Context: an optimization exercise on an open-source flow, tuned for a short achievable clock period and few clock cycles. The choices shown serve that exercise and are no tape-out recipe. Only simulation tests tie the RTL to the original design; equivalence was not proved. Power figures rest on the tool's default switching activity, not on a simulated workload.

$ cat flow/config.mk
export PLATFORM = sky130hd
export DESIGN_NAME = datapath
export DESIGN_NICKNAME = datapath
export VERILOG_FILES = /design/flow/design.v
export SDC_FILE = /design/flow/constraint.sdc
export NUM_CORES = 8
export LEC_CHECK = 0
export CAP_MARGIN = 20
export CELL_PAD_IN_SITES_DETAIL_PLACEMENT = 1
export CELL_PAD_IN_SITES_GLOBAL_PLACEMENT = 2
export CORE_MARGIN = 2
export CORE_UTILIZATION = 20
export GPL_ROUTABILITY_DRIVEN = 1
export PLACE_DENSITY = 0.4
export SLEW_MARGIN = 20
$ cat flow/constraint.sdc
create_clock -name core_clock -period 10.0 [get_ports {clk}]
set_input_delay 2.0000 -clock core_clock [delete_from_list [all_inputs] [get_ports {clk}]]
set_output_delay 2.0000 -clock core_clock [all_outputs]
set_load 0.01 [all_outputs]
$ cat flow/design.v
`timescale 1ns / 1ps
module controller (
    input [31:0] inst,
    input [31:2] pc,
    input [31:0] v1,   
    input [31:0] v2,   
    output [4:0] rd,
    output [4:0] rs1,
    output [4:0] rs2,
    output [2:0] f3,
    output op,
    output opi,
    output ld,
    output st,
    output st_ok,
    output br,
    output jal,
    output jalr,
    output ctrl,
    output simple,   
    output wen,
    output use1,
    output use2,
    output [31:0] a,
    output [31:0] b,
    output [31:0] b4,
    output [31:0] c,
    output [31:0] link,
    output s_add,
    output s_sub,
    output s_xor,
    output s_or,
    output s_and,
    output s_sll,
    output s_srl,
    output s_sra,
    output s_slt,
    output s_link
);
  wire [4:0] opc = inst[6:2];
  wire legal = (inst[1:0] == 2'b11);
  wire alt = inst[30];
  assign rd = inst[11:7];
  assign f3 = inst[14:12];
  assign rs1 = inst[19:15];
  assign rs2 = inst[24:20];
  assign op = legal & (opc == 5'b01100);
  assign opi = legal & (opc == 5'b00100);
  assign ld = legal & (opc == 5'b00000);
  assign st = legal & (opc == 5'b01000);
  assign br = legal & (opc == 5'b11000);
  assign jal = legal & (opc == 5'b11011);
  assign jalr = legal & (opc == 5'b11001);
  wire lui = legal & (opc == 5'b01101);
  wire auipc = legal & (opc == 5'b00101);
  assign ctrl = br | jal | jalr;
  assign simple = op | opi | lui | auipc;
  wire ld_ok = (f3 == 3'b000) | (f3 == 3'b001) | (f3 == 3'b010) |
               (f3 == 3'b100) | (f3 == 3'b101);
  assign st_ok = (f3 == 3'b000) | (f3 == 3'b001) | (f3 == 3'b010);
  wire writes = op | opi | (ld & ld_ok) | lui | auipc | jal | (jalr & (f3 == 3'b000));
  assign wen = writes & (rd != 5'd0);
  assign use1 = op | opi | ld | st | br | jalr;
  assign use2 = op | st | br;
  wire [31:0] imm_i = {{20{inst[31]}}, inst[31:20]};
  wire [31:0] imm_s = {{20{inst[31]}}, inst[31:25], inst[11:7]};
  wire [31:0] imm_u = {inst[31:12], 12'b0};
  assign a = lui ? 32'h00000000 : (auipc ? {pc, 2'b00} : v1);
  assign b = op ? v2 : (st ? imm_s : ((lui | auipc) ? imm_u : imm_i));
  assign b4 = imm_i + 32'd4;
  assign c = opi ? imm_i : v2;
  assign link = {pc + 30'd1, 2'b00};
  wire opx = op | opi;
  assign s_add = ((op & !alt) | opi) & (f3 == 3'b000) | lui | auipc;
  assign s_sub = op & alt & (f3 == 3'b000);
  assign s_xor = opx & (f3 == 3'b100);
  assign s_or = opx & (f3 == 3'b110);
  assign s_and = opx & (f3 == 3'b111);
  assign s_sll = opx & (f3 == 3'b001);
  assign s_srl = opx & (f3 == 3'b101) & !alt;
  assign s_sra = opx & (f3 == 3'b101) & alt;
  assign s_slt = opx & (f3 == 3'b010 || f3 == 3'b011);
  assign s_link = jal | jalr;
endmodule
`timescale 1ns / 1ps
module regs (
    input clk,
    input rst,
    input [31:0] SelA,
    input [31:0] SelB,
    input [31:0] SelC,
    input [31:0] SelE,
    input [4:0] AddrD,
    input RegWEn,
    input [31:0] DataD,
    input [4:0] AddrD2,
    input RegWEn2,
    input [31:0] DataD2,
    output [31:0] DataA,
    output [31:0] DataB,
    output [31:0] DataC,
    output [31:0] DataE
);
  wire [31:0] rv[0:31];
  assign rv[0] = 32'h00000000;
  wire [31:0] ta[0:31];
  wire [31:0] tb[0:31];
  wire [31:0] tc[0:31];
  wire [31:0] te[0:31];
  assign ta[0] = 32'h00000000;
  assign tb[0] = 32'h00000000;
  assign tc[0] = 32'h00000000;
  assign te[0] = 32'h00000000;
  genvar i;
  generate
    for (i = 1; i < 32; i = i + 1) begin : g_reg
      reg [31:0] r;
      assign rv[i] = r;
      assign ta[i] = ta[i-1] | ({32{SelA[i]}} & r);
      assign tb[i] = tb[i-1] | ({32{SelB[i]}} & r);
      assign tc[i] = tc[i-1] | ({32{SelC[i]}} & r);
      assign te[i] = te[i-1] | ({32{SelE[i]}} & r);
      always @(posedge clk) begin
        if (rst) begin
          r <= (i == 1) ? 32'h00010ffc : ((i == 2 || i == 8) ? 32'h00010054 : 32'h00000000);
        end else if (RegWEn2 && AddrD2 == i) begin
          r <= DataD2;
        end else if (RegWEn && AddrD == i) begin
          r <= DataD;
        end
      end
    end
  endgenerate
  assign DataA = ta[31];
  assign DataB = tb[31];
  assign DataC = tc[31];
  assign DataE = te[31];
endmodule
`timescale 1ns / 1ps
module alu (
    input [31:0] a_r,
    input [31:0] b_r,
    input [31:0] m1,
    input [31:0] m2,
    input ar,
    input a1,
    input a2,
    input br,
    input b1,
    input b2,
    input [31:0] link,
    input s_add,
    input s_sub,
    input s_xor,
    input s_or,
    input s_and,
    input s_sll,
    input s_srl,
    input s_sra,
    input s_slt,
    input s_link,
    input un,
    output [31:0] sum,
    output [31:0] res
);
  wire [31:0] a = ({32{ar}} & a_r) | ({32{a1}} & m1) | ({32{a2}} & m2);
  wire [31:0] b = ({32{br}} & b_r) | ({32{b1}} & m1) | ({32{b2}} & m2);
  assign sum = a + b;
  wire [31:0] diff = a - b;
  wire lt = (a[31] ^ b[31]) ? (un ? b[31] : a[31]) : diff[31];
  wire [4:0] sh = b[4:0];
  wire [31:0] sll = a << sh;
  wire [31:0] srl = a >> sh;
  wire [31:0] sra = $signed(a) >>> sh;
  assign res = ({32{s_add}} & sum) | ({32{s_sub}} & diff) | ({32{s_xor}} & (a ^ b)) |
               ({32{s_or}} & (a | b)) | ({32{s_and}} & (a & b)) | ({32{s_sll}} & sll) |
               ({32{s_srl}} & srl) | ({32{s_sra}} & sra) | ({32{s_slt}} & {31'b0, lt}) |
               ({32{s_link}} & link);
endmodule
`timescale 1ns / 1ps
module datapath (
    input clk,
    input rst,
    input [31:0] inst,
    input [31:0] l_data,
    output [31:0] addr_inst,
    output reg [31:0] addr_data,
    output reg [31:0] s_data,
    output reg mem_rw,
    output reg [3:0] mem_be
);
  localparam [31:0] START = 32'h00010054;
  localparam IB = 3;
  localparam NB = 1 << IB;
  localparam TW = 6;
  localparam TL = IB + 2;
  localparam TH = TL + TW - 1;
  wire mis;               
  reg jv_q, jpt_q;
  reg [31:2] jr_q, jr1_q, jptgt_q;
  wire jfail = jv_q & !(jpt_q & (jr_q == jptgt_q));
  wire mis_d;             
  wire [31:2] redirect;   
  wire [31:2] redirect1;  
  wire stall;             
  wire split;             
  wire e_ldst_w;          
  wire use_alt;           
  reg [31:2] alt_e;       
  reg altf_e;             
  wire upd;               
  wire [IB-1:0] upd_idx;
  wire [TW-1:0] upd_tag;
  wire [31:2] upd_tgt;
  wire [1:0] upd_ctr;
  reg upd_q;
  reg [IB-1:0] uidx_q;
  reg [TW-1:0] utag_q;
  reg [31:2] utgt_q;
  reg [1:0] uctr_q;
  always @(posedge clk) begin
    if (rst) upd_q <= 1'b0;
    else upd_q <= upd;
    uidx_q <= upd_idx;
    utag_q <= upd_tag;
    utgt_q <= upd_tgt;
    uctr_q <= upd_ctr;
  end
  reg [31:2] pc_f;    
  reg [31:2] pcf1;    
  reg s1v;
  assign addr_inst = {pc_f, 2'b00};
  wire btb_v[0:NB-1];
  wire [TW-1:0] btb_tag[0:NB-1];
  wire [31:2] btb_tgt[0:NB-1];
  wire [1:0] btb_ctr[0:NB-1];
  wire btb_tiv[0:NB-1];
  wire [31:0] btb_tinst[0:NB-1];
  wire [31:2] btb_tiaddr[0:NB-1];
  reg fill_q;
  reg [IB-1:0] fidx_q;
  genvar gi;
  generate
    for (gi = 0; gi < NB; gi = gi + 1) begin : g_btb
      reg v;
      reg [TW-1:0] tag;
      reg [31:2] tgt;
      reg [1:0] ctr;
      reg tiv;
      reg [31:0] tinst;
      reg [31:2] tiaddr;
      assign btb_tiv[gi] = tiv;
      assign btb_tinst[gi] = tinst;
      assign btb_tiaddr[gi] = tiaddr;
      assign btb_v[gi] = v;
      assign btb_tag[gi] = tag;
      assign btb_tgt[gi] = tgt;
      assign btb_ctr[gi] = ctr;
      always @(posedge clk) begin
        if (rst) v <= 1'b0;
        else if (upd_q && uidx_q == gi) v <= 1'b1;
        if (upd_q && uidx_q == gi) begin
          tag <= utag_q;
          tgt <= utgt_q;
          ctr <= uctr_q;
        end
        if (rst) tiv <= 1'b0;
        else if (fill_q && fidx_q == gi) tiv <= (inst[6:4] != 3'b110);
        if (fill_q && fidx_q == gi) begin
          tinst <= inst;
          tiaddr <= pc_f;
        end
      end
    end
  endgenerate
  wire [IB-1:0] fa_idx = pc_f[TL-1:2];
  wire fa_hit = btb_v[fa_idx] && (btb_tag[fa_idx] == pc_f[TH:TL]);
  wire [1:0] fa_ctr = fa_hit ? btb_ctr[fa_idx] : 2'b00;
  wire fa_pt = fa_hit & btb_ctr[fa_idx][1];
  wire [31:2] fa_tgt = btb_tgt[fa_idx];
  wire [31:0] fa_tinst = btb_tinst[fa_idx];
  wire fa_ti = btb_tiv[fa_idx] && (btb_tiaddr[fa_idx] == fa_tgt);
  wire [IB-1:0] fb_idx = pcf1[TL-1:2];
  wire fb_hit = btb_v[fb_idx] && (btb_tag[fb_idx] == pcf1[TH:TL]);
  wire [1:0] fb_ctr = fb_hit ? btb_ctr[fb_idx] : 2'b00;
  wire fb_pt = fb_hit & btb_ctr[fb_idx][1];
  wire [31:2] fb_tgt = btb_tgt[fb_idx];
  wire [IB-1:0] ac_idx = alt_e[TL-1:2];
  wire ac_hit = btb_v[ac_idx] && (btb_tag[ac_idx] == alt_e[TH:TL]);
  wire [1:0] ac_ctr = ac_hit ? btb_ctr[ac_idx] : 2'b00;
  wire ac_pt = ac_hit & btb_ctr[ac_idx][1];
  wire [31:2] ac_tgt = btb_tgt[ac_idx];
  wire [31:2] fa_tgt1 = fa_tgt + 30'd1;
  wire [31:2] fb_tgt1 = fb_tgt + 30'd1;
  wire [31:2] ac_tgt1 = ac_tgt + 30'd1;
  wire [31:2] alt_1 = alt_e + 30'd1;
  wire [31:2] alt_2 = alt_e + 30'd2;
  wire [31:2] alt_n = ({30{ac_pt}} & ac_tgt) | ({30{!ac_pt}} & alt_1);
  wire [31:2] alt_n1 = ({30{ac_pt}} & ac_tgt1) | ({30{!ac_pt}} & alt_2);
  wire f_pair = s1v & !fa_pt;
  wire f_two = f_pair & !split;
  wire f_tj = fa_pt & fa_ti & !split;
  wire [31:2] fa_tgt2 = fa_tgt + 30'd2;
  wire [31:2] pc_f2 = pcf1 + 30'd1;
  wire [31:2] seq_n = f_tj ? fa_tgt1 : (f_two ? (fb_pt ? fb_tgt : pc_f2) : (fa_pt ? fa_tgt : pcf1));
  wire [31:2] pc_f3 = pcf1 + 30'd2;
  wire [31:2] seq_n1 = ({30{f_two & fb_pt}} & fb_tgt1) | ({30{f_two & !fb_pt}} & pc_f3) |
                       ({30{!f_two & fa_pt & !f_tj}} & fa_tgt1) | ({30{!f_two & !fa_pt}} & pc_f2) |
                       ({30{f_tj}} & fa_tgt2);
  wire [31:2] pc_m = use_alt ? alt_n : redirect;
  wire [31:2] pc_m1 = use_alt ? alt_n1 : redirect1;
  wire [31:2] pc_s = stall ? pc_f : seq_n;
  wire [31:2] pc_s1 = stall ? pcf1 : seq_n1;
  wire [31:2] pc_n = mis ? pc_m : pc_s;
  wire [31:2] pc_n1 = mis ? pc_m1 : pc_s1;
  always @(posedge clk) begin
    if (rst) begin
      pc_f <= START[31:2];
      pcf1 <= START[31:2] + 30'd1;
    end else begin
      pc_f <= pc_n;
      pcf1 <= pc_n1;
    end
  end
  function automatic [31:0] onehot(input [4:0] r);
    onehot = 32'd1 << r;
  endfunction
  wire [31:0] oh_i1 = onehot(inst[19:15]);
  wire [31:0] oh_i2 = onehot(inst[24:20]);
  wire [31:0] oh_l1 = onehot(l_data[19:15]);
  wire [31:0] oh_l2 = onehot(l_data[24:20]);
  wire [31:0] oh_t1 = onehot(fa_tinst[19:15]);
  wire [31:0] oh_t2 = onehot(fa_tinst[24:20]);
  always @(posedge clk) begin
    if (rst) fill_q <= 1'b0;
    else fill_q <= fa_pt & !f_tj & !stall & !mis;
    fidx_q <= fa_idx;
  end
  reg [31:0] s1_d, s2_d, s1b_d, s2b_d;
  reg v_d, f_d;
  reg [31:0] inst_d, inst1_d;
  reg [31:2] pc_d, pc1_d;
  reg pt_d, hit_d, pt1_d, hit1_d;
  reg [1:0] ctr_d, ctr1_d;
  reg [31:2] ptgt_d, ptgt1_d;
  always @(posedge clk) begin
    if (rst) begin
      v_d <= 1'b0;
      f_d <= 1'b0;
    end else if (mis) begin
      v_d <= use_alt;
      f_d <= 1'b0;
    end else if (!stall) begin
      v_d <= 1'b1;
      f_d <= split | f_pair | f_tj;
    end
    if (mis_d) begin
      inst_d <= l_data;
      s1_d <= oh_l1;
      s2_d <= oh_l2;
      pc_d <= alt_e;
      pt_d <= ac_pt;
      hit_d <= ac_hit;
      ctr_d <= ac_ctr;
      ptgt_d <= ac_tgt;
    end else if (!stall) begin
      if (split) begin
        inst_d <= inst1_d;
        s1_d <= s1b_d;
        s2_d <= s2b_d;
        pc_d <= pc1_d;
        pt_d <= pt1_d;
        hit_d <= hit1_d;
        ctr_d <= ctr1_d;
        ptgt_d <= ptgt1_d;
      end else begin
        inst_d <= inst;
        s1_d <= oh_i1;
        s2_d <= oh_i2;
        pc_d <= pc_f;
        pt_d <= fa_pt;
        hit_d <= fa_hit;
        ctr_d <= fa_ctr;
        ptgt_d <= fa_tgt;
      end
    end
    if (!stall) begin
      if (split) begin
        inst1_d <= inst;
        s1b_d <= oh_i1;
        s2b_d <= oh_i2;
        pc1_d <= pc_f;
        pt1_d <= fa_pt;
        hit1_d <= fa_hit;
        ctr1_d <= fa_ctr;
        ptgt1_d <= fa_tgt;
      end else if (f_tj) begin
        inst1_d <= fa_tinst;
        s1b_d <= oh_t1;
        s2b_d <= oh_t2;
        pc1_d <= fa_tgt;
        pt1_d <= 1'b0;
        hit1_d <= 1'b0;
        ctr1_d <= 2'b00;
        ptgt1_d <= fa_tgt;
      end else begin
        inst1_d <= l_data;
        s1b_d <= oh_l1;
        s2b_d <= oh_l2;
        pc1_d <= pcf1;
        pt1_d <= fb_pt;
        hit1_d <= fb_hit;
        ctr1_d <= fb_ctr;
        ptgt1_d <= fb_tgt;
      end
    end
  end
  wire [31:0] d_v1, d_v2, d1_v1, d1_v2;
  wire [4:0] d_rd, d_rs1, d_rs2, d1_rd, d1_rs1, d1_rs2;
  wire [2:0] d_f3, d1_f3;
  wire d_op, d_opi, d_ld, d_st, d_st_ok, d_br, d_jal, d_jalr, d_ctrl, d_simple, d_wen,
       d_use1, d_use2;
  wire d1_op, d1_opi, d1_ld, d1_st, d1_st_ok, d1_br, d1_jal, d1_jalr, d1_ctrl, d1_simple,
       d1_wen, d1_use1, d1_use2;
  wire [31:0] d_a, d_b, d_b4, d_c, d_link, d1_a, d1_b, d1_b4, d1_c, d1_link;
  wire d_sadd, d_ssub, d_sxor, d_sor, d_sand, d_ssll, d_ssrl, d_ssra, d_sslt, d_slink;
  wire d1_sadd, d1_ssub, d1_sxor, d1_sor, d1_sand, d1_ssll, d1_ssrl, d1_ssra, d1_sslt, d1_slink;
  controller dec0 (
      .inst(inst_d), .pc(pc_d), .v1(d_v1), .v2(d_v2),
      .rd(d_rd), .rs1(d_rs1), .rs2(d_rs2), .f3(d_f3),
      .op(d_op), .opi(d_opi), .ld(d_ld), .st(d_st), .st_ok(d_st_ok), .br(d_br), .jal(d_jal),
      .jalr(d_jalr), .ctrl(d_ctrl), .simple(d_simple), .wen(d_wen), .use1(d_use1),
      .use2(d_use2), .a(d_a), .b(d_b), .b4(d_b4), .c(d_c), .link(d_link),
      .s_add(d_sadd), .s_sub(d_ssub), .s_xor(d_sxor), .s_or(d_sor), .s_and(d_sand),
      .s_sll(d_ssll), .s_srl(d_ssrl), .s_sra(d_ssra), .s_slt(d_sslt), .s_link(d_slink)
  );
  controller dec1 (
      .inst(inst1_d), .pc(pc1_d), .v1(d1_v1), .v2(d1_v2),
      .rd(d1_rd), .rs1(d1_rs1), .rs2(d1_rs2), .f3(d1_f3),
      .op(d1_op), .opi(d1_opi), .ld(d1_ld), .st(d1_st), .st_ok(d1_st_ok), .br(d1_br),
      .jal(d1_jal), .jalr(d1_jalr), .ctrl(d1_ctrl), .simple(d1_simple), .wen(d1_wen),
      .use1(d1_use1), .use2(d1_use2), .a(d1_a), .b(d1_b), .b4(d1_b4), .c(d1_c),
      .link(d1_link),
      .s_add(d1_sadd), .s_sub(d1_ssub), .s_xor(d1_sxor), .s_or(d1_sor), .s_and(d1_sand),
      .s_sll(d1_ssll), .s_srl(d1_ssrl), .s_sra(d1_ssra), .s_slt(d1_sslt), .s_link(d1_slink)
  );
  wire [31:0] imm_b = {{19{inst_d[31]}}, inst_d[31], inst_d[7], inst_d[30:25], inst_d[11:8], 1'b0};
  wire [31:0] imm_j = {{11{inst_d[31]}}, inst_d[31], inst_d[19:12], inst_d[20], inst_d[30:21], 1'b0};
  wire [31:0] imm_b1 = {{19{inst1_d[31]}}, inst1_d[31], inst1_d[7], inst1_d[30:25], inst1_d[11:8], 1'b0};
  wire dep01 = d_wen & (((d_rd == d1_rs1) & d1_use1) | ((d_rd == d1_rs2) & d1_use2));
  wire x0 = !d_ctrl & !pt_d;
  wire pxb = f_d & x0 & d1_br & !dep01;
  wire pxy = f_d & x0 & d1_simple & !pt1_d & !dep01;
  wire pby = f_d & d_br & d1_simple & !pt1_d;
  wire d_skip1 = (inst_d[31:25] == 7'd0) & (inst_d[11:7] == 5'b01000);
  wire pred = pby & d_skip1 & !pt_d;
  wire two = pxb | pxy | pby;
  assign split = v_d & f_d & !two;
  wire ua = !pby;         
  wire ub = pxy | pby;    
  wire pair = pxb;        
  wire wen_w1;
  wire [4:0] rd_w1;
  wire [31:0] wdata_w1;
  reg wen2_w;
  reg [4:0] rd2_w;
  reg [31:0] res2_w;
  wire [31:0] rf_a, rf_b, rf_c, rf_e;
  regs my_regs (
      .clk(clk),
      .rst(rst),
      .SelA(s1_d),
      .SelB(s2_d),
      .SelC(s1b_d),
      .SelE(s2b_d),
      .AddrD(rd_w1),
      .RegWEn(wen_w1),
      .DataD(wdata_w1),
      .AddrD2(rd2_w),
      .RegWEn2(wen2_w),
      .DataD2(res2_w),
      .DataA(rf_a),
      .DataB(rf_b),
      .DataC(rf_c),
      .DataE(rf_e)
  );
  reg wen_m, ld_m, wen2_m;
  reg [4:0] rd_m, rd2_m;
  reg [31:0] res_m, res2_m;
  wire m_alu = wen_m & !ld_m;
  function automatic [31:0] bypass(input [4:0] rs, input [31:0] rf);
    begin
      if (wen2_m && rd2_m == rs) bypass = res2_m;
      else if (m_alu && rd_m == rs) bypass = res_m;
      else if (wen2_w && rd2_w == rs) bypass = res2_w;
      else if (wen_w1 && rd_w1 == rs) bypass = wdata_w1;
      else bypass = rf;
    end
  endfunction
  assign d_v1 = bypass(d_rs1, rf_a);
  assign d_v2 = bypass(d_rs2, rf_b);
  assign d1_v1 = bypass(d1_rs1, rf_c);
  assign d1_v2 = bypass(d1_rs2, rf_e);
  reg v_e;
  reg e_wen, e_ld, e2_wen;
  reg [4:0] e_rd, e2_rd;
  wire h2_01 = e2_wen & (e2_rd == d_rs1) & d_use1;
  wire h2_02 = e2_wen & (e2_rd == d_rs2) & d_use2;
  wire h2_11 = e2_wen & (e2_rd == d1_rs1) & d1_use1;
  wire h2_12 = e2_wen & (e2_rd == d1_rs2) & d1_use2;
  wire h1_01 = e_wen & (e_rd == d_rs1) & d_use1 & !h2_01;
  wire h1_02 = e_wen & (e_rd == d_rs2) & d_use2 & !h2_02;
  wire h1_11 = e_wen & (e_rd == d1_rs1) & d1_use1 & !h2_11;
  wire h1_12 = e_wen & (e_rd == d1_rs2) & d1_use2 & !h2_12;
  wire m_ldw = wen_m & ld_m;
  wire hm_01 = m_ldw & (rd_m == d_rs1) & d_use1 & !(wen2_m & (rd2_m == d_rs1));
  wire hm_02 = m_ldw & (rd_m == d_rs2) & d_use2 & !(wen2_m & (rd2_m == d_rs2));
  wire hm_11 = m_ldw & (rd_m == d1_rs1) & d1_use1 & !(wen2_m & (rd2_m == d1_rs1));
  wire hm_12 = m_ldw & (rd_m == d1_rs2) & d1_use2 & !(wen2_m & (rd2_m == d1_rs2));
  wire haz0 = (e_ld & (h1_01 | h1_02)) | hm_01 | hm_02;
  wire haz1 = (e_ld & (h1_11 | h1_12)) | hm_11 | hm_12;
  reg kp_rr, kp_1r, kp_2r, kp_r1, kp_r2, kp_11, kp_12, kp_21, kp_22, c_pred;
  wire hp0 = c_pred & (h2_01 | h2_02);
  wire hp1 = c_pred & (h2_11 | h2_12);
  assign stall = v_d & (haz0 | hp0 | (two & (haz1 | hp1)));
  wire [31:2] d_pc1 = pc_d + 30'd1;
  wire [31:2] d_cpc = pair ? pc1_d : pc_d;
  wire [31:2] d_pc2 = pc_d + 30'd2;
  wire [31:2] d1_pc1 = pc1_d + 30'd1;
  wire [31:2] d1_pc2 = pc1_d + 30'd2;
  wire [31:2] d_cnxt = ({30{pair}} & d1_pc1) | ({30{!pair}} & d_pc1);
  wire [31:2] d_cnxt1 = ({30{pair}} & d1_pc2) | ({30{!pair}} & d_pc2);
  wire d_cpt = pair ? pt1_d : pt_d;
  wire [31:2] d_tb = pc_d + imm_b[31:2];
  wire [31:2] d_tj = pc_d + imm_j[31:2];
  wire [31:2] d_t1 = pc1_d + imm_b1[31:2];
  wire d_st1 = pair;
  wire d_stj = !pair & d_jal;
  wire d_stb = !pair & !d_jal;
  wire [31:2] d_ctgt = ({30{d_stb}} & d_tb) | ({30{d_stj}} & d_tj) | ({30{d_st1}} & d_t1);
  wire [31:2] d_altpc = d_cpt ? d_cnxt : d_ctgt;
  reg [31:0] a_e, b_e, b4_e, c_e, link_e;
  reg far_e, fa1_e, fa2_e, fbr_e, fb1_e, fb2_e, fcr_e, fc1_e, fc2_e;
  reg s_add_e, s_sub_e, s_xor_e, s_or_e, s_and_e, s_sll_e, s_srl_e, s_sra_e, s_slt_e, s_link_e;
  reg un_e, e_st, e_ldst;
  reg [2:0] f3_e;
  reg [31:0] a2_e, b2_e;
  reg gar_e, ga1_e, ga2_e, gbr_e, gb1_e, gb2_e;
  reg t_add_e, t_sub_e, t_xor_e, t_or_e, t_and_e, t_sll_e, t_srl_e, t_sra_e, t_slt_e;
  reg un2_e, pby_e;
  reg [31:0] p_e, q_e;
  reg c_br, c_jal, c_jalr, c_ctrl, c_pt, c_hit;
  reg [1:0] c_ctr;
  reg [2:0] c_f3;
  reg unb_e;
  reg [31:2] c_pc, c_nxt, c_ptgt;
  reg [31:2] tb_e, tj_e, t1_e, c_nxt1;
  reg sel_tb, sel_tj, sel_t1;
  reg bad_b, bad_j, bad_1;
  reg k_rr, k_1r, k_2r, k_r1, k_r2, k_11, k_12, k_21, k_22;
  reg jk_e, c_jal_v, c_misc_v, c_x, c_ltsel, c_bj;
  wire d_go = v_d & !stall & !mis;
  wire [1:0] d_cctr = pair ? ctr1_d : ctr_d;
  wire d_weak = (d_cctr == 2'b01) | (d_cctr == 2'b10);
  wire d_altf = d_go & (pair | (d_br & !pred) | (d_jal & !pt_d)) & !e_ldst & d_weak;
  wire d_altp = v_d & !stall & (pair | (d_br & !pred) | (d_jal & !pt_d)) & !e_ldst & d_weak;
  wire p1 = pair ? h1_11 : h1_01;
  wire p2 = pair ? h2_11 : h2_01;
  wire q1 = pair ? h1_12 : h1_02;
  wire q2 = pair ? h2_12 : h2_02;
  wire pr = !p1 & !p2;
  wire qr = !q1 & !q2;
  wire cbr = pair | d_br;
  always @(posedge clk) begin
    if (rst) begin
      v_e <= 1'b0;
      e_wen <= 1'b0;
      e_ld <= 1'b0;
      e_ldst <= 1'b0;
      e2_wen <= 1'b0;
      pby_e <= 1'b0;
      altf_e <= 1'b0;
      kp_rr <= 1'b0;
      kp_1r <= 1'b0;
      kp_2r <= 1'b0;
      kp_r1 <= 1'b0;
      kp_r2 <= 1'b0;
      kp_11 <= 1'b0;
      kp_12 <= 1'b0;
      kp_21 <= 1'b0;
      kp_22 <= 1'b0;
      c_pred <= 1'b0;
      k_rr <= 1'b0;
      k_1r <= 1'b0;
      k_2r <= 1'b0;
      k_r1 <= 1'b0;
      k_r2 <= 1'b0;
      k_11 <= 1'b0;
      k_12 <= 1'b0;
      k_21 <= 1'b0;
      k_22 <= 1'b0;
      jk_e <= 1'b0;
      c_jal_v <= 1'b0;
      c_misc_v <= 1'b0;
    end else begin
      v_e <= d_go;
      e_wen <= d_go & ua & d_wen;
      e_ld <= d_go & ua & d_ld;
      e_ldst <= d_go & ua & (d_ld | (d_st & d_st_ok));
      e2_wen <= d_go & ub & d1_wen;
      pby_e <= d_go & pby;
      altf_e <= d_altf;
      k_rr <= d_go & cbr & !pred & pr & qr;
      k_1r <= d_go & cbr & !pred & p1 & qr;
      k_2r <= d_go & cbr & !pred & p2 & qr;
      k_r1 <= d_go & cbr & !pred & pr & q1;
      k_r2 <= d_go & cbr & !pred & pr & q2;
      k_11 <= d_go & cbr & !pred & p1 & q1;
      k_12 <= d_go & cbr & !pred & p1 & q2;
      k_21 <= d_go & cbr & !pred & p2 & q1;
      k_22 <= d_go & cbr & !pred & p2 & q2;
      kp_rr <= d_go & pred & pr & qr;
      kp_1r <= d_go & pred & p1 & qr;
      kp_2r <= d_go & pred & p2 & qr;
      kp_r1 <= d_go & pred & pr & q1;
      kp_r2 <= d_go & pred & pr & q2;
      kp_11 <= d_go & pred & p1 & q1;
      kp_12 <= d_go & pred & p1 & q2;
      kp_21 <= d_go & pred & p2 & q1;
      kp_22 <= d_go & pred & p2 & q2;
      c_pred <= d_go & pred;
      jk_e <= d_go & !pair & d_jalr;
      c_jal_v <= d_go & !pair & d_jal;
      c_misc_v <= d_go & !two & !d_ctrl & pt_d;
    end
    e_rd <= d_rd;
    a_e <= d_a;
    b_e <= d_b;
    b4_e <= d_b4;
    c_e <= d_v2;
    link_e <= d_link;
    far_e <= !h1_01 & !h2_01;
    fa1_e <= h1_01;
    fa2_e <= h2_01;
    fbr_e <= !(d_op & (h1_02 | h2_02));
    fb1_e <= d_op & h1_02;
    fb2_e <= d_op & h2_02;
    fcr_e <= !h1_02 & !h2_02;
    fc1_e <= h1_02;
    fc2_e <= h2_02;
    s_add_e <= d_sadd;
    s_sub_e <= d_ssub;
    s_xor_e <= d_sxor;
    s_or_e <= d_sor;
    s_and_e <= d_sand;
    s_sll_e <= d_ssll;
    s_srl_e <= d_ssrl;
    s_sra_e <= d_ssra;
    s_slt_e <= d_sslt;
    s_link_e <= d_slink;
    un_e <= d_f3[0];
    e_st <= ua & d_st & d_st_ok;
    f3_e <= d_f3;
    e2_rd <= d1_rd;
    a2_e <= d1_a;
    b2_e <= d1_b;
    gar_e <= !h1_11 & !h2_11;
    ga1_e <= h1_11;
    ga2_e <= h2_11;
    gbr_e <= !(d1_op & (h1_12 | h2_12));
    gb1_e <= d1_op & h1_12;
    gb2_e <= d1_op & h2_12;
    t_add_e <= d1_sadd;
    t_sub_e <= d1_ssub;
    t_xor_e <= d1_sxor;
    t_or_e <= d1_sor;
    t_and_e <= d1_sand;
    t_sll_e <= d1_ssll;
    t_srl_e <= d1_ssrl;
    t_sra_e <= d1_ssra;
    t_slt_e <= d1_sslt;
    un2_e <= d1_f3[0];
    p_e <= pair ? d1_v1 : d_v1;
    q_e <= pair ? d1_v2 : d_v2;
    c_br <= cbr;
    c_x <= (pair ? d1_f3[0] : d_f3[0]) ^ d_cpt;
    c_ltsel <= pair ? d1_f3[2] : d_f3[2];
    c_bj <= pair | d_br | d_jal;
    c_jal <= !pair & d_jal;
    c_jalr <= !pair & d_jalr;
    c_ctrl <= pair | d_ctrl;
    c_pt <= d_cpt;
    c_hit <= pair ? hit1_d : hit_d;
    c_ctr <= pair ? ctr1_d : ctr_d;
    c_f3 <= pair ? d1_f3 : d_f3;
    unb_e <= pair ? d1_f3[1] : d_f3[1];
    c_pc <= d_cpc;
    c_nxt <= d_cnxt;
    c_nxt1 <= d_cnxt1;
    tb_e <= d_tb;
    tj_e <= d_tj;
    t1_e <= d_t1;
    sel_t1 <= d_st1;
    sel_tj <= d_stj;
    sel_tb <= d_stb;
    alt_e <= d_altpc;
    c_ptgt <= pair ? ptgt1_d : ptgt_d;
    bad_b <= ptgt_d != d_tb;
    bad_j <= ptgt_d != d_tj;
    bad_1 <= ptgt1_d != d_t1;
  end
  wire [31:0] ec = ({32{fcr_e}} & c_e) | ({32{fc1_e}} & res_m) | ({32{fc2_e}} & res2_m);
  wire [31:0] ea = ({32{far_e}} & a_e) | ({32{fa1_e}} & res_m) | ({32{fa2_e}} & res2_m);
  wire [31:0] e_sum4 = ea + b4_e;
  wire [31:2] c_tgt = ({30{sel_tb}} & tb_e) | ({30{sel_tj}} & tj_e) | ({30{sel_t1}} & t1_e);
  wire [31:0] e_sum, e_res, e2_sum, e2_res;
  alu alu_a (
      .a_r(a_e), .b_r(b_e), .m1(res_m), .m2(res2_m),
      .ar(far_e), .a1(fa1_e), .a2(fa2_e), .br(fbr_e), .b1(fb1_e), .b2(fb2_e),
      .link(link_e),
      .s_add(s_add_e), .s_sub(s_sub_e), .s_xor(s_xor_e), .s_or(s_or_e), .s_and(s_and_e),
      .s_sll(s_sll_e), .s_srl(s_srl_e), .s_sra(s_sra_e), .s_slt(s_slt_e), .s_link(s_link_e),
      .un(un_e), .sum(e_sum), .res(e_res)
  );
  alu alu_b (
      .a_r(a2_e), .b_r(b2_e), .m1(res_m), .m2(res2_m),
      .ar(gar_e), .a1(ga1_e), .a2(ga2_e), .br(gbr_e), .b1(gb1_e), .b2(gb2_e),
      .link(32'h00000000),
      .s_add(t_add_e), .s_sub(t_sub_e), .s_xor(t_xor_e), .s_or(t_or_e), .s_and(t_and_e),
      .s_sll(t_sll_e), .s_srl(t_srl_e), .s_sra(t_sra_e), .s_slt(t_slt_e), .s_link(1'b0),
      .un(un2_e), .sum(e2_sum), .res(e2_res)
  );
  function automatic less(input [31:0] x, input [31:0] y, input un);
    reg lo;
    begin
      lo = x[30:0] < y[30:0];
      less = (x[31] ^ y[31]) ? (un ? y[31] : x[31]) : lo;
    end
  endfunction
  wire eq_rr = (p_e == q_e);
  wire eq_1r = (res_m == q_e);
  wire eq_2r = (res2_m == q_e);
  wire eq_r1 = (p_e == res_m);
  wire eq_r2 = (p_e == res2_m);
  wire eq_12 = (res_m == res2_m);
  wire lt_rr = less(p_e, q_e, unb_e);
  wire lt_1r = less(res_m, q_e, unb_e);
  wire lt_2r = less(res2_m, q_e, unb_e);
  wire lt_r1 = less(p_e, res_m, unb_e);
  wire lt_r2 = less(p_e, res2_m, unb_e);
  wire lt_12 = less(res_m, res2_m, unb_e);
  wire lt_21 = less(res2_m, res_m, unb_e);
  wire cd_rr = c_ltsel ? lt_rr : eq_rr;
  wire cd_1r = c_ltsel ? lt_1r : eq_1r;
  wire cd_2r = c_ltsel ? lt_2r : eq_2r;
  wire cd_r1 = c_ltsel ? lt_r1 : eq_r1;
  wire cd_r2 = c_ltsel ? lt_r2 : eq_r2;
  wire cd_12 = c_ltsel ? lt_12 : eq_12;
  wire cd_21 = c_ltsel ? lt_21 : eq_12;
  wire cd_same = !c_ltsel;
  wire br_cond = (k_rr & cd_rr) | (k_1r & cd_1r) | (k_2r & cd_2r) | (k_r1 & cd_r1) |
                 (k_r2 & cd_r2) | (k_12 & cd_12) | (k_21 & cd_21) | ((k_11 | k_22) & cd_same);
  wire pred_tk = (kp_rr & (cd_rr ^ c_x)) | (kp_1r & (cd_1r ^ c_x)) | (kp_2r & (cd_2r ^ c_x)) |
                 (kp_r1 & (cd_r1 ^ c_x)) | (kp_r2 & (cd_r2 ^ c_x)) | (kp_12 & (cd_12 ^ c_x)) |
                 (kp_21 & (cd_21 ^ c_x)) | ((kp_11 | kp_22) & (cd_same ^ c_x));
  wire br_taken = br_cond ^ c_f3[0];
  wire act_taken = c_br ? br_taken : (c_jal | c_jalr);
  wire bad = (sel_tb & bad_b) | (sel_tj & bad_j) | (sel_t1 & bad_1);
  assign use_alt = altf_e & !(c_pt & bad) & !jfail;
  wire mis_bad = v_e & c_pt & bad & c_bj;
  wire mis_br = (k_rr & (cd_rr ^ c_x)) | (k_1r & (cd_1r ^ c_x)) | (k_2r & (cd_2r ^ c_x)) |
                (k_r1 & (cd_r1 ^ c_x)) | (k_r2 & (cd_r2 ^ c_x)) | (k_12 & (cd_12 ^ c_x)) |
                (k_21 & (cd_21 ^ c_x)) | ((k_11 | k_22) & (cd_same ^ c_x));
  assign mis_d = mis_br | (c_jal_v & !c_pt) | mis_bad;
  assign mis = mis_d | c_misc_v | jfail;
  wire [31:2] c_tgt1 = c_tgt + 30'd1;
  wire bad_ctl = bad & c_bj;
  assign redirect = jfail ? jr_q : (c_pt ? (bad_ctl ? c_pc : c_nxt) : c_tgt);
  assign redirect1 = jfail ? jr1_q : (c_pt ? (bad_ctl ? c_nxt : c_nxt1) : c_tgt1);
  wire kill_a = jfail;
  wire kill_b = jfail | (pby_e & (mis_br | mis_bad)) | pred_tk;
  assign upd = v_e & c_ctrl & (act_taken | c_hit) & !jfail & !c_pred;
  always @(posedge clk) begin
    if (rst) jv_q <= 1'b0;
    else jv_q <= jk_e & !jfail;
    jpt_q <= c_pt;
    jptgt_q <= c_ptgt;
    jr_q <= e_sum[31:2];
    jr1_q <= e_sum4[31:2];
  end
  assign upd_idx = c_pc[TL-1:2];
  assign upd_tag = c_pc[TH:TL];
  assign upd_tgt = c_jalr ? e_sum[31:2] : c_tgt;
  assign upd_ctr = act_taken ? (c_hit ? ((c_ctr == 2'b11) ? 2'b11 : c_ctr + 2'b01) : 2'b10) :
                               ((c_ctr == 2'b00) ? 2'b00 : c_ctr - 2'b01);
  assign e_ldst_w = e_ldst;
  reg [2:0] f3_m;
  always @(posedge clk) begin
    if (rst) begin
      wen_m <= 1'b0;
      ld_m <= 1'b0;
      wen2_m <= 1'b0;
      mem_rw <= 1'b0;
      s1v <= 1'b0;
    end else begin
      wen_m <= e_wen & !kill_a;
      ld_m <= e_ld & !kill_a;
      wen2_m <= e2_wen & !kill_b;
      mem_rw <= v_e & e_st & !kill_a;
      s1v <= !e_ldst & (mis | !d_altp);
    end
    rd_m <= e_rd;
    rd2_m <= e2_rd;
    f3_m <= f3_e;
    res_m <= e_res;
    res2_m <= e2_res;
    addr_data <= mis ? (e_ldst ? e_sum : {pc_m1, 2'b00}) :
                       (e_ldst ? e_sum : (d_altp ? {d_altpc, 2'b00} : {pc_s1, 2'b00}));
    s_data <= (f3_e[1:0] == 2'b00) ? {4{ec[7:0]}} : ((f3_e[1:0] == 2'b01) ? {2{ec[15:0]}} : ec);
    mem_be <= (f3_e[1:0] == 2'b00) ? (4'b0001 << e_sum[1:0]) :
              ((f3_e[1:0] == 2'b01) ? (e_sum[1] ? 4'b1100 : 4'b0011) : 4'b1111);
  end
  reg wen_w, ld_w;
  reg [4:0] rd_w;
  reg [2:0] f3_w;
  reg [1:0] off_w;
  reg [31:0] ld_w_raw, res_w;
  always @(posedge clk) begin
    if (rst) begin
      wen_w <= 1'b0;
      ld_w <= 1'b0;
      wen2_w <= 1'b0;
    end else begin
      wen_w <= wen_m;
      ld_w <= ld_m;
      wen2_w <= wen2_m;
    end
    rd_w <= rd_m;
    rd2_w <= rd2_m;
    f3_w <= f3_m;
    off_w <= addr_data[1:0];
    ld_w_raw <= l_data;
    res_w <= res_m;
    res2_w <= res2_m;
  end
  wire [31:0] l_sh = ld_w_raw >> {off_w, 3'b000};
  reg [31:0] l_al;
  always @(*) begin
    case (f3_w)
      3'b000: l_al = {{24{l_sh[7]}}, l_sh[7:0]};
      3'b001: l_al = {{16{l_sh[15]}}, l_sh[15:0]};
      3'b100: l_al = {24'b0, l_sh[7:0]};
      3'b101: l_al = {16'b0, l_sh[15:0]};
      default: l_al = ld_w_raw;
    endcase
  end
  assign wen_w1 = wen_w;
  assign rd_w1 = rd_w;
  assign wdata_w1 = ld_w ? l_al : res_w;
endmodule
$ cat flow/flow/run.sh
#!/bin/bash
set -euo pipefail
MARGIN=7
if [[ -f flow/margin.txt ]]; then MARGIN=$(cat flow/margin.txt); fi
EXTRA=()
if [[ -f flow/extra.txt ]]; then read -r -a EXTRA < flow/extra.txt; fi
bash standard.sh SETUP_SLACK_MARGIN=$MARGIN "${EXTRA[@]}" finish > standard.log 2>&1
$ cat flow/flow/margin.txt
7
$ cat flow/standard.sh
#!/bin/bash
# synth_recipe.tcl (not shown) runs the flow's synth.tcl, then flattens the netlist and writes it again
# the make line also repeats each setting of config.mk as NAME=value (left out here)
make -C /OpenROAD-flow-scripts/flow DESIGN_CONFIG=/design/flow/config.mk WORK_HOME=/design/flow/orfs CLKGATE_MAP_FILE= SYNTH_SCRIPT=/design/flow/synth_recipe.tcl "${@:-finish}"
==> flow_metrics.env <==
export IMPL_switching_share_pct=38.9
export IMPL_clk_path_buf_depth=5
export IMPL_hold_depth=0
export IMPL_dpl_worst_slack_ps=2670
export IMPL_viasPerCell=6.34
export IMPL_grt_pass1_vias=227621
export IMPL_async_flop_share_pct=0
export IMPL_num_vias=251391
export IMPL_synth_ff_type="dfxtp_1"
export IMPL_p_leak_nw=109
export IMPL_rsz0062_at_grt="yes"
export IMPL_worst_skew_pair_late_latency_ps=1160
export IMPL_start_kind="flip-flop"
export IMPL_hold_class="reg -> reg"
export IMPL_internal_power_w=0.0299
export IMPL_run_status="failed layout checks"
export IMPL_place_gp_congestion=0.923
export IMPL_r2r_cells=14
export IMPL_critical_path_required_ps=10960
export IMPL_coreArea_um2=976000
export IMPL_die_x_um=994
export IMPL_dieArea_um2=987000
export IMPL_cts_buffers=455
export IMPL_syn_inst=23618
export IMPL_antenna_found_initial=320
export IMPL_cts_tree="done"
export IMPL_first_pass_iters=12
export IMPL_timing_final_crit_share_pct=49.3
export IMPL_irDropWorstVdd_uv=180
export IMPL_worst_path_max_fanout=3
export IMPL_pwr_share_seq_pct=31.2
export IMPL_fmax_mhz=203
export IMPL_critPathKind="reg -> reg"
export IMPL_rows=363
export IMPL_drc_errors=0
export IMPL_ys_types=118
export IMPL_numPortBuffers=164
export IMPL_relSlewSlack_pct=14.6
export IMPL_area_growth_pct=52.7
export IMPL_ys_ff_latch=3188
export IMPL_endpoint_kind="flip-flop"
export IMPL_r2r_start="inst1_d[9]"
export IMPL_synth_edff_count=1114
export IMPL_grt_overflow_total=0
export IMPL_dp_hpwl_mm=1240
export IMPL_hold_start="c_ptgt[20]"
export IMPL_first_iter_violations=40518
export IMPL_cp_arrival_ps=5900
export IMPL_worst_pin_slew_ps=1280
export IMPL_comb_power_share_pct=32.9
export IMPL_yosysSeqAreaShare_pct=38.3
export IMPL_p_sw_w=0.0191
export IMPL_cts_sinks=3188
export IMPL_ctsHoldBuffers=0
export IMPL_postRouteAntennaNets=12
export IMPL_finalClockSkew_ps=148
export IMPL_tns_ps=0
export IMPL_setup_slack_ps=5070
export IMPL_holdWs_ps=323
export IMPL_p_clk_share_pct=35.9
export IMPL_layout_drive_gt1_share_pct=33.0
export IMPL_pin_count=167
export IMPL_avgSynthCellArea_um2=8.29
export IMPL_setup_violations=0
export IMPL_grt_total_usage_pct=39.4
export IMPL_slew_violations=0
export IMPL_p_per_area_nw_per_um2=164
export IMPL_die_h_um=994
export IMPL_layout_min_cycle_time_ps=4930
export IMPL_cp_startpoint="inst1_d[9]"
export IMPL_syn_area_um2=196000
export IMPL_start_util_pct=20.1
export IMPL_finalNetCount=26521
export IMPL_grt_start_max_net_pins=141
export IMPL_hold_violations=0
export IMPL_clockRootBuffer="clkbuf_16"
export IMPL_maxCapViolations=0
export IMPL_h_tree_depth=5
export IMPL_check_faults="antenna violations"
export IMPL_wirelength_mm=2060
export IMPL_final_cell_mix="nand2_1, nor2_1, buf_4, dfxtp_1, edfxtp_1"
export IMPL_ys_warn_count=2
export IMPL_grt_pass1_wl_mm=2560
export IMPL_wl_per_cell_um=51.9
export IMPL_clk_pin_slew_ps=60
export IMPL_layout_commonest_cell="nand2_1"
==> Yosys cell counts, types with 478 or more instances <==
master / n / area share, %
nand2_1: 2693 / 5.2
nor2_1: 2474 / 4.7
dfxtp_1: 2074 / 21
clkbuf_1: 2028 / 3.9
o21ai_0: 1761 / 4.5
a21oi_1: 1428 / 3.6
edfxtp_1: 1114 / 17
o211ai_1: 946 / 3.6
a221oi_1: 761 / 3.4
a22o_1: 680 / 3.0
a22oi_1: 672 / 2.6
a211oi_1: 587 / 2.2
ha_1: 502 / 3.2
nand3_1: 478 / 1.2
==> sequential cells by signal, summed over array words and instances, names as in the netlist, 32 cells and up <==
name / flops
b_e: 32
res2_m: 32
inst_d: 32
res_w: 32
b2_e: 32
g_btb.tinst: 256
g_btb.tiaddr: 240
addr_data: 32
inst1_d: 32
p_e: 32
res2_w: 32
ld_w_raw: 32
my_regs.g.r: 992
s_data: 32
res_m: 32
c_e: 32
g_btb.tgt: 240
g_btb.tag: 48
a_e: 32
q_e: 32
a2_e: 32
==> repair_timing <==
action | in CTS | in global routing
resized for setup | 6268 | 1854
buffers inserted | 1945 | 580
pin swaps | 1331 | 1225
endpoints found under the setup margin | 2678 | 2067
cloned | 303 | 61
==> layer usage <==
layer / vias to the layer above / routed length, um / part of all wire, % / GRT usage, %
met4: 103 / 163000 / 7.9 / 24.0
met5: - / 1910 / 0.093 / 1.02
met1: 131167 / 843000 / 41 / 50.7
li1: 94295 / - / - / -
met3: 6148 / 223000 / 11 / 13.7
met2: 19678 / 827000 / 40 / 56.1
==> metrics by stage <==
step | cells | total power [W] | utilization, % | instance area, um2
2_1_floorplan | 23619 | 0.0203 | - | 200000
3_3_place_gp | 35547 | 0.0267 | 22.4 | 219000
3_5_place_dp | 35555 | 0.0267 | 22.4 | 219000
4_1_cts | 38622 | 0.0478 | 29.2 | 285000
5_1_grt | 39369 | 0.0495 | 30.6 | 298000
6_report | 39654 | 0.0489 | 30.6 | 299000
==> power by group through the flow <==
stage	clock [W]	combinational, W	sequential (W)
after detailed placement	0	0.0111	0.0156
after global routing	0.0182	0.0161	0.0152
after CTS	0.0177	0.0148	0.0152
final	0.0176	0.0161	0.0153
after floorplan	0	0.00558	0.0148
after global placement	0	0.0111	0.0156
==> cells by family after synthesis <==
| family | count (synthesis) | share of synthesized area [%] |
|---|---|---|
| buffers and inverters | 2798 | 5.50 |
| other | 1 | 0.00191 |
| adder cells (fa/ha/maj) | 509 | 3.28 |
| AO/OA/AOI/OAI | 8406 | 29.8 |
| multiplexers | 573 | 3.15 |
| XOR/XNOR | 761 | 3.41 |
| flip-flops | 3188 | 38.3 |
| AND/OR/NAND/NOR | 7382 | 16.6 |
==> worst max-delay path: stages (launching register included) <==
cell	delay (ps)
edfxtp_1	550
ha_4	240
fa_2	360
a21o_1	230
buf_4	170
a211o_1	290
a21oi_1	190
xnor2_1	310
xnor2_1	190
nand4_1	240
nor4_2	540
nand4_1	620
nor4_4	460
and4_1	250
nand4_1	90
==> worst paths after layout <==
check,to,slack [ps]
max,bad_1,5070
min,jptgt_q[20],320
max reg2reg,bad_1,5070
min reg2reg,jptgt_q[20],320
==> final cells by class <==
class | instances | area [um2]
fill | 108839 | 677000
multi-input combinational | 17663 | 135000
sequential | 3188 | 75500
timing repair buffer | 4164 | 54000
tap | 12957 | 16200
clock buffer | 619 | 12900
clock inverter | 200 | 2430
inverter | 465 | 2050
antenna | 389 | 973
timing repair inverter | 9 | 119
Testbench counts, summed over its fixed seeds: cycles 284,146.

[re-timing with driven ports]
The results above use ideal ports. As a check the final layout listed here was re-extracted and re-timed, cells and wires unchanged. Step 1 assumes that a clkbuf_16 drives the clock port and a buf_2 every other input. Step 2 times the ports against the registers' clock, not the clock port: input delays grow and output delays shrink by t, the midpoint of the rising clock arrivals with the driver on. a / b / c = no drivers / after step 1 / after step 2; a / b = the first two.
shift t [ns]: 1.254
slack for setup (ns): 5.066 / 5.066 / 4.231
worst setup path at the end: input to register
slew at the worst register clock pin (ns): 0.08 / 0.08
For this run, drivers alone change the setup slack by 0.000 ns; drivers and shift together by -0.835 ns.
